Background: an optimization exercise with open tools, aiming at small area and a short achievable clock period. Do not read the settings as production practice.
Where RTL was checked, it was by simulation tests only, not by an equivalence proof against the original.
Power and IR drop assume default switching activity.

== run 1 ==
Design systolic_array, start of the top module:
module systolic_array #(
  parameter int ROW_DIM = 4
) (
  input logic clk, rst,
  input logic en, clear,
  input logic signed [7:0] row0_in, row1_in, row2_in, row3_in,
  input logic signed [7:0] col0_in, col1_in, col2_in, col3_in,
  output logic signed [31:0] mac00, mac01, mac02, mac03,  
  output logic signed [31:0] mac10, mac11, mac12, mac13,
  output logic signed [31:0] mac20, mac21, mac22, mac23,
  output logic signed [31:0] mac30, mac31, mac32, mac33
);
Size: about 5800 cells after synthesis, roughly 580 I/O pins.
==> flow/config.mk <==
export PLATFORM = sky130hd
export DESIGN_NAME = systolic_array
export DESIGN_NICKNAME = systolic_array
export VERILOG_FILES = /design/flow/design.v
export SDC_FILE = /design/flow/constraint.sdc
export NUM_CORES = 4
export LEC_CHECK = 0
export CAP_MARGIN = 20
export CORE_MARGIN = 2
export CORE_UTILIZATION = 40
export SETUP_SLACK_MARGIN = 3.5
export SLEW_MARGIN = 20
export SYNTH_HIERARCHICAL = 1
==> flow/constraint.sdc <==
create_clock -name core_clock -period 9.0 [get_ports {clk}]
set_input_delay 1.8000 -clock core_clock [delete_from_list [all_inputs] [get_ports {clk}]]
set_output_delay 1.8000 -clock core_clock [all_outputs]
set_load 0.01 [all_outputs]
standard.sh (not shown) runs the stock make flow with config.mk's settings and CLKGATE_MAP_FILE= SYNTH_SCRIPT=/design/flow/synth_recipe.tcl, a recipe that flattens the netlist after the stock synthesis.
==> flow/flow/run.sh <==
#!/bin/bash
# Standard ORFS layout with three changes:
#  - after the standard synthesis, full adders are re-polarised (flow/fapol.py)
#    to drop most of the inverters Yosys leaves between them;
#  - input ports are buffered with buf_4 (flow/pre_place.tcl) and output
#    ports with buf_1, instead of the default buffer cell.
# Each tool's output goes to a log file of its own in this folder.
set -euo pipefail
R=orfs/results/${FLOW_PLATFORM}/systolic_array/base
bash standard.sh synth > synth.log 2>&1
python3 flow/fapol.py $R/1_2_yosys.v $R/1_2_yosys_pol.v > fapol.log 2>&1
cp $R/1_2_yosys.v 1_2_yosys_std.v
mv $R/1_2_yosys_pol.v $R/1_2_yosys.v
rm -f $R/1_synth.odb $R/1_synth.sdc
export PRE_GLOBAL_PLACE_TCL=$PWD/flow/pre_place.tcl
export BUFFER_PORTS_ARGS="-outputs -buffer_cell sky130_fd_sc_hd__buf_1"
bash standard.sh finish > layout.log 2>&1
==> flow/flow/pre_place.tcl <==
# Buffer the input ports here with buf_4; global_place.tcl then buffers the
# outputs. The input buffers are marked dont_touch so that the timing-driven
# placement's remove_buffers keeps them.
buffer_ports -inputs -buffer_cell sky130_fd_sc_hd__buf_4
foreach port [get_ports -filter "direction == input"] {
  foreach pin [get_pins -of_objects [get_nets -of_objects $port]] {
    set inst [get_cells -of_objects $pin]
    if {[get_property $inst ref_name] == "sky130_fd_sc_hd__buf_4"} {
      set_dont_touch $inst
    }
  }
}
Other scripts of this flow, unchanged in this note and not shown: flow/flow/fapol.py
Seen in the log of run 1: STA-0100 during global placement, after which the run never completed.
Edits applied to the flow inputs when going from run 1 to run 2:
Settings: SETUP_SLACK_MARGIN now 3, was 3.5.
diff --git a/flow/flow/run.sh b/flow/flow/run.sh
--- a/flow/flow/run.sh
+++ b/flow/flow/run.sh
@@ -2 +2 @@
-# Standard ORFS layout with three changes:
+# Standard ORFS layout with two changes:
@@ -5,2 +5 @@
-#  - input ports are buffered with buf_4 (flow/pre_place.tcl) and output
-#    ports with buf_1, instead of the default buffer cell.
+#  - ports are buffered with sky130_fd_sc_hd__buf_1 instead of the default cell.
@@ -15,3 +14 @@
-export PRE_GLOBAL_PLACE_TCL=$PWD/flow/pre_place.tcl
-export BUFFER_PORTS_ARGS="-outputs -buffer_cell sky130_fd_sc_hd__buf_1"
-bash standard.sh finish > layout.log 2>&1
+BUFFER_PORTS_ARGS="-buffer_cell sky130_fd_sc_hd__buf_1" bash standard.sh finish > layout.log 2>&1
removed: flow/flow/pre_place.tcl
Results
Run 2 | status: complete | timing, DRC, antenna: pass. Between run 2 and run 1, it is run 2 whose count of port buffers added during placement is higher, by 516. As far as cell count after synthesis goes, run 1 and run 2 are indistinguishable; the numbers are identical. Run 2 -> run 1: effective utilization at floorplan delta 0, exact match.
The following lists how run 3 was set up differently from run 2:
Settings: SETUP_SLACK_MARGIN now 3.5, was 3.
diff --git a/flow/flow/run.sh b/flow/flow/run.sh
--- a/flow/flow/run.sh
+++ b/flow/flow/run.sh
@@ -2 +2 @@
-# Standard ORFS layout with two changes:
+# Standard ORFS layout with three changes:
@@ -5 +5,2 @@
-#  - ports are buffered with sky130_fd_sc_hd__buf_1 instead of the default cell.
+#  - input ports are buffered with buf_4 (flow/pre_place.tcl) and output
+#    ports with buf_1, instead of the default buffer cell.
@@ -14 +15,3 @@
-BUFFER_PORTS_ARGS="-buffer_cell sky130_fd_sc_hd__buf_1" bash standard.sh finish > layout.log 2>&1
+export PRE_GLOBAL_PLACE_TCL=$PWD/flow/pre_place.tcl
+export BUFFER_PORTS_ARGS="-outputs -buffer_cell sky130_fd_sc_hd__buf_1"
+bash standard.sh finish > layout.log 2>&1
==> flow/flow/pre_place.tcl (new file) <==
# Remove synthesis buffers (as the timing-driven placement does) and buffer
# the input ports here with buf_4; global_place.tcl then buffers the outputs.
# The input buffers are marked dont_touch so that the timing-driven
# placement's remove_buffers keeps them.
remove_buffers
buffer_ports -inputs -buffer_cell sky130_fd_sc_hd__buf_4
foreach inst [get_cells -filter "ref_name == sky130_fd_sc_hd__buf_4"] {
  set_dont_touch $inst
}
### Flow results
- Peak clock frequency supported by timing delta for run 3 relative to run 2: 0.31% lower
- Compared run 3 against run 2; clock network power share within noise.
- Run 3 vs run 2, number of DRC markers after the initial detailed-route iteration went down by 4.5%.
- Run 3 completed every stage of the flow, and the final layout passed the timing, design-rule and antenna checks.
- Run 2 ran to completion and came out clean on the timing, design-rule and antenna checks.
- Run 3 against run 2: global-route usage roughly the same, total placed instance area higher, count of buffers not belonging to the clock network in the layout higher.
Function was not checked in any run of this note: the RTL went through the layout flow alone.


== build 75 ==
systolic_array, a different RTL version from the one above (not shown whole).
For scale: about 580 I/O pins, ~62000 sq um of cells after synthesis.
export LEC_CHECK = 0
export CAP_MARGIN = 20
export CORE_MARGIN = 2
export CORE_UTILIZATION = 40
export SETUP_SLACK_MARGIN = 3.5
export SLEW_MARGIN = 20
export SYNTH_HIERARCHICAL = 1
create_clock -name core_clock -period 9.0 [get_ports {clk}]
==> flow/flow/run.sh <==
#!/bin/bash
# Standard ORFS layout with three changes:
#  - after the standard synthesis, full adders are re-polarised (flow/fapol.py)
#    to drop most of the inverters Yosys leaves between them;
#  - input ports are buffered with buf_4 (flow/pre_place.tcl) and output
#    ports with buf_1, instead of the default buffer cell.
# Each tool's output goes to a log file of its own in this folder.
set -euo pipefail
R=orfs/results/${FLOW_PLATFORM}/systolic_array/base
bash standard.sh synth > synth.log 2>&1
python3 flow/fapol.py $R/1_2_yosys.v $R/1_2_yosys_pol.v > fapol.log 2>&1
cp $R/1_2_yosys.v 1_2_yosys_std.v
mv $R/1_2_yosys_pol.v $R/1_2_yosys.v
rm -f $R/1_synth.odb $R/1_synth.sdc
export PRE_GLOBAL_PLACE_TCL=$PWD/flow/pre_place.tcl
export POST_GLOBAL_PLACE_TCL=$PWD/flow/post_place.tcl
export BUFFER_PORTS_ARGS="-outputs -buffer_cell sky130_fd_sc_hd__buf_1"
bash standard.sh finish > layout.log 2>&1
Other scripts of this flow, unchanged in this note and not shown: flow/flow/fapol.py, flow/flow/post_place.tcl, flow/flow/pre_place.tcl
Build 75 | stages: all done | timing, DRC, antenna: all pass
Changes in build 35 relative to build 75:
- swapping 40 for 62 in CORE_UTILIZATION
- putting CTS_BUF_LIST at sky130_fd_sc_hd__clkbuf_4 sky130_fd_sc_hd__clkbuf_8 where nothing was set
- swapping 3.5 for 4.1 in SETUP_SLACK_MARGIN
--- outcome ---
Met1 track utilization from global routing in build 35 vs build 75: up 15 points. Looking at register-to-register slack, build 35 sits 350 ps above build 75. Detailed router's first-iteration violation count (lower): build 75. Row proportion of cell area spent on the clock network: build 35 lower / build 75 higher. Per the comparison of build 35 with build 75, total half-perimeter wirelength after legalization and detailed placement fell by 9.6%, relative contribution of the clock network to total power fell by 3.5 points, share of the final layout cell area in sequential cells fell by 0.73 points.
Edits applied to the flow inputs when going from build 35 to build 93:
- SETUP_SLACK_MARGIN changed from 4.1 to 3.5
Sort build 35 and build 93 by multi-input gate share of the layout cell area asc -> top: build 35
Compared with build 35, in build 93 detailed route wirelength on metal2 down about 8%; count of non-CTS buffers in the layout decreased 30%; critical path depth decreased by 1 relative to the old numbers; finished layout cell area -4700 sq um; post-cts sizing count has decreased.
Build 93 ended up with a lower total number of nets in the final design than build 35 did.
The fill cell total of the finished layout of build 93 exceeds that of build 35 by 691.
Having completed the whole flow, build 93 delivered a layout that passed the timing, design-rule and antenna checks.
Build 35 completed every stage of the flow, and the final layout passed the timing, design-rule and antenna checks.
Relative to build 93, the following input files were edited for build 50:
- SETUP_SLACK_MARGIN changed from 3.5 to 3.7
- CORE_UTILIZATION changed from 62 to 70
[summary]
- Changes observed in build 50 relative to build 93: via count of the first global-routing pass rose 832, relative contribution of the clock network to total power fell 0.2 points.
- Build 50 vs build 93, number of setup buffers added after CTS went up by 34.
- Build 50 vs build 93: number of buffers added by the clock tree synthesis step down
- Looking at number of cells on the worst reg-to-reg path across build 93 and build 50, the one that comes out lower is build 93.
- [compare] base=build 93 new=build 50: flip-flop and latch count flat; utilization up 9.5 points; number of clock buffers in the layout down about 10%; power drawn by the clock network flat.


== exp/violet ==
Another version of the RTL of systolic_array (not shown whole).
Size: about 6100 cells after synthesis, ~60000 um2 of cells after synthesis.
clock: 9.0 ns
lec_check: 0
cap_margin: 20
core_margin: 2
core_utilization: 66
cts_buf_list: sky130_fd_sc_hd__clkbuf_4 sky130_fd_sc_hd__clkbuf_8
setup_slack_margin: 3.8
slew_margin: 20
synth_hierarchical: 1
Scripts as last shown in full above: flow/flow/run.sh
Other scripts of this flow, unchanged in this note and not shown: flow/flow/fapol.py, flow/flow/post_place.tcl, flow/flow/pre_place.tcl
diff inputs: exp/violet => exp/harbor
diff --git a/flow/config.mk b/flow/config.mk
--- a/flow/config.mk
+++ b/flow/config.mk
@@ -10 +10 @@
-export CORE_UTILIZATION = 66
+export CORE_UTILIZATION = 62
@@ -12 +12 @@
-export SETUP_SLACK_MARGIN = 3.8
+export SETUP_SLACK_MARGIN = 3.6
Results
On area inside the core boundary: between exp/violet and exp/harbor, it ends up higher for exp/harbor.
Sequential share of layout area essentially unchanged between exp/harbor and exp/violet.
In exp/harbor relative to exp/violet, post-placement cell count had gone up slightly.
diff inputs: exp/harbor => exp/xenon
diff --git a/flow/config.mk b/flow/config.mk
--- a/flow/config.mk
+++ b/flow/config.mk
@@ -12 +12 @@
-export SETUP_SLACK_MARGIN = 3.6
+export SETUP_SLACK_MARGIN = 3.7
### Flow results
The run with more routed wire is exp/harbor, not exp/xenon.
Diff exp/harbor -> exp/xenon | fraction of met2 tracks used by global routing | increase of 0.49 points
Compared exp/xenon against exp/harbor; number of multi-input logic gates within noise.
As far as placed instance count is concerned, exp/harbor and exp/xenon perform about the same.
As far as clock-cell share of area is concerned, exp/harbor and exp/xenon perform about the same.
Growth of design area from synthesis to finish in exp/xenon is 0.20 points lower than in exp/harbor
exp/xenon against exp/harbor: clock insertion delay at the later pin of the skew report stayed essentially flat; final total power stayed essentially flat.


Another version of the RTL of systolic_array (not shown whole).
For scale: roughly 6300 cells after synthesis, about 580 I/O pins, about 61000 sq um of cells after synthesis.
==> flow/config.mk <==
export PLATFORM = sky130hd
export DESIGN_NAME = systolic_array
export DESIGN_NICKNAME = systolic_array
export VERILOG_FILES = /design/flow/design.v
export SDC_FILE = /design/flow/constraint.sdc
export NUM_CORES = 4
export LEC_CHECK = 0
export CAP_MARGIN = 20
export CORE_MARGIN = 2
export CORE_UTILIZATION = 62
export CTS_BUF_LIST = sky130_fd_sc_hd__clkbuf_4 sky130_fd_sc_hd__clkbuf_8
export SETUP_SLACK_MARGIN = 3.85
export SLEW_MARGIN = 20
export SYNTH_HIERARCHICAL = 1
==> flow/constraint.sdc <==
create_clock -name core_clock -period 9.0 [get_ports {clk}]
set_input_delay 1.8000 -clock core_clock [delete_from_list [all_inputs] [get_ports {clk}]]
set_output_delay 1.8000 -clock core_clock [all_outputs]
set_load 0.01 [all_outputs]
Scripts as last shown in full above: flow/flow/run.sh
Other scripts of this flow, unchanged in this note and not shown: flow/flow/fapol.py, flow/flow/post_place.tcl, flow/flow/pre_place.tcl
==> next run, changes <==
SETUP_SLACK_MARGIN = 3.7   (was 3.85)
After rerunning: The changed run ran to the end with no violations; final cell count is about the same; die area is unchanged; via count is lower slightly; total power is lower slightly.


systolic_array with an RTL version that a note above also has.
Size: ~6,300 cells after synthesis, ~580 I/O pins.
## systolic_array
module systolic_array #(
  parameter int ROW_DIM = 4
) (
  input logic clk, rst,
  input logic en, clear,
  input logic signed [7:0] row0_in, row1_in, row2_in, row3_in,
  input logic signed [7:0] col0_in, col1_in, col2_in, col3_in,
  output logic signed [31:0] mac00, mac01, mac02, mac03,  
  output logic signed [31:0] mac10, mac11, mac12, mac13,
  output logic signed [31:0] mac20, mac21, mac22, mac23,
  output logic signed [31:0] mac30, mac31, mac32, mac33
);
==> flow/config.mk <==
export PLATFORM = sky130hd
export DESIGN_NAME = systolic_array
export DESIGN_NICKNAME = systolic_array
export VERILOG_FILES = /design/flow/design.v
export SDC_FILE = /design/flow/constraint.sdc
export NUM_CORES = 4
export LEC_CHECK = 0
export CAP_MARGIN = 20
export CORE_MARGIN = 2
export CORE_UTILIZATION = 40
export SETUP_SLACK_MARGIN = 4.0
export SLEW_MARGIN = 20
export SYNTH_HIERARCHICAL = 1
==> flow/constraint.sdc <==
create_clock -name core_clock -period 9.0 [get_ports {clk}]
set_input_delay 1.8000 -clock core_clock [delete_from_list [all_inputs] [get_ports {clk}]]
set_output_delay 1.8000 -clock core_clock [all_outputs]
set_load 0.01 [all_outputs]
Scripts as last shown in full above: flow/flow/run.sh
Other scripts of this flow, unchanged in this note and not shown: flow/flow/fapol.py, flow/flow/post_place.tcl, flow/flow/pre_place.tcl
Change:
Settings changed: SETUP_SLACK_MARGIN 4.0 to 3.5.
The new run passed the timing, design-rule and antenna checks. Non-clock buffer count falls by 242. Hold slack stays flat. Cell area falls by 5.7%. Count of clock-buffer cells in the layout falls by 9. Setup slack is worse by 0.17 ns.


systolic_array, a different RTL version from the one above (not shown whole).
Size: about 6,500 cells after synthesis, roughly 580 I/O pins, roughly 64,000 um2 of cells after synthesis.
==> flow/config.mk <==
export PLATFORM = sky130hd
export DESIGN_NAME = systolic_array
export DESIGN_NICKNAME = systolic_array
export VERILOG_FILES = /design/flow/design.v
export SDC_FILE = /design/flow/constraint.sdc
export NUM_CORES = 4
export LEC_CHECK = 0
export CAP_MARGIN = 20
export CORE_MARGIN = 2
export CORE_UTILIZATION = 40
export SETUP_SLACK_MARGIN = 4.2
export SLEW_MARGIN = 20
export SYNTH_HIERARCHICAL = 1
==> flow/constraint.sdc <==
create_clock -name core_clock -period 9.0 [get_ports {clk}]
set_input_delay 1.8000 -clock core_clock [delete_from_list [all_inputs] [get_ports {clk}]]
set_output_delay 1.8000 -clock core_clock [all_outputs]
set_load 0.01 [all_outputs]
Scripts as last shown in full above: flow/flow/run.sh
Other scripts of this flow, unchanged in this note and not shown: flow/flow/fapol.py, flow/flow/post_place.tcl, flow/flow/pre_place.tcl
The first run completed without violations.
Edit:
- SETUP_SLACK_MARGIN: 4.2 -> 3.5
Effect:
- die area is unchanged
- routed wire length came out lower by 8.8%
- sequential share of layout area came out higher by 1.2 points
- non-clock buffer count came out lower by 222
- synthesized cell count stays the same
- worst setup slack degrades by 290 ps
- total power came out lower by 9.4%
Function was not checked in any run of this note: the RTL went through the layout flow alone.


systolic_array with an RTL version that a note above also has.
Size in the first run: ~6300 cells after synthesis, roughly 580 I/O pins.
export LEC_CHECK = 0
export CAP_MARGIN = 20
export CORE_MARGIN = 2
export CORE_UTILIZATION = 62
export CTS_BUF_LIST = sky130_fd_sc_hd__clkbuf_4 sky130_fd_sc_hd__clkbuf_8
export SETUP_SLACK_MARGIN = 3.7
export SLEW_MARGIN = 20
export SYNTH_HIERARCHICAL = 1
create_clock -name core_clock -period 9.0 [get_ports {clk}]
Scripts as last shown in full above: flow/flow/run.sh
Other scripts of this flow, unchanged in this note and not shown: flow/flow/fapol.py, flow/flow/post_place.tcl, flow/flow/pre_place.tcl
The baseline went through all stages and came out clean.
Then changed:
SETUP_SLACK_MARGIN = 3.9   (was 3.7)
Total power grows by a few percent. Cell count grows slightly. Register-to-register slack gets better by 0.02 ns. Core utilization grows by 2.4 points. Critical path depth shrinks by 1. Sequential power is about the same.

==> what the ideal ports hide <==
In the flow no input, the clock included, has a driving cell. The finished layouts below were timed again as built, in two steps.
Step 1 (the two cells are an assumption about what drives the block):
set clk [get_ports {clk}]
set_driving_cell -lib_cell sky130_fd_sc_hd__clkbuf_16 $clk
set_driving_cell -lib_cell sky130_fd_sc_hd__buf_2 [delete_from_list [all_inputs] $clk]
Step 2 also shifts input and output timing later by t, the mid clock arrival at the registers, as if the neighbouring blocks saw the same clock.
Slacks: no drivers / after step 1 / after step 2; pairs: no drivers / after step 1.
run | shift t [ns] | setup WS [ns] | latest minus earliest clock arrival (ns) | slew at the worst register clock pin (ns) | worst data-port slew with drivers (ns)
run 2 | 0.766 | 3.118 / 2.901 / 2.135 | 0.034 / 0.034 | 0.07 / 0.07 | 0.31
run 3 | 0.768 | 3.100 / 2.995 / 2.227 | 0.040 / 0.040 | 0.07 / 0.07 | 0.18
build 75 | 0.758 | 3.559 / 3.301 / 2.543 | 0.035 / 0.035 | 0.07 / 0.07 | 0.37
build 35 | 0.865 | 3.820 / 3.198 / 2.333 | 0.041 / 0.041 | 0.08 / 0.08 | 0.88
build 93 | 0.861 | 3.533 / 3.286 / 2.425 | 0.063 / 0.062 | 0.07 / 0.07 | 0.35
build 50 | 0.849 | 3.742 / 3.458 / 2.609 | 0.043 / 0.043 | 0.07 / 0.07 | 0.36
exp/violet | 0.891 | 3.832 / 3.531 / 2.640 | 0.075 / 0.074 | 0.07 / 0.07 | 0.39
exp/harbor | 0.870 | 3.679 / 3.447 / 2.577 | 0.045 / 0.044 | 0.07 / 0.07 | 0.34
exp/xenon | 0.875 | 3.766 / 3.466 / 2.591 | 0.056 / 0.056 | 0.07 / 0.07 | 0.38
the first run of note 4 | 0.871 | 3.883 / 3.508 / 2.637 | 0.048 / 0.047 | 0.08 / 0.08 | 0.47
the second run of note 4 | 0.883 | 3.849 / 3.666 / 2.783 | 0.056 / 0.056 | 0.08 / 0.08 | 0.27
the first run of note 5 | 0.776 | 3.790 / 3.043 / 2.267 | 0.048 / 0.048 | 0.07 / 0.07 | 0.96
the second run of note 5 | 0.786 | 3.618 / 3.365 / 2.580 | 0.042 / 0.043 | 0.07 / 0.07 | 0.37
the first run of note 6 | 0.797 | 3.873 / 3.255 / 2.458 | 0.048 / 0.048 | 0.07 / 0.07 | 0.89
the second run of note 6 | 0.795 | 3.584 / 3.391 / 2.596 | 0.038 / 0.038 | 0.07 / 0.07 | 0.30
the first run of note 7 | 0.875 | 3.737 / 3.530 / 2.655 | 0.025 / 0.025 | 0.08 / 0.08 | 0.31
the second run of note 7 | 0.873 | 3.843 / 3.339 / 2.467 | 0.039 / 0.039 | 0.07 / 0.07 | 0.66
After both steps setup and hold are still met in every run listed. For the first run of note 5, which loses most, drivers alone change the setup slack by -0.747 ns; drivers and shift together by -1.523 ns.
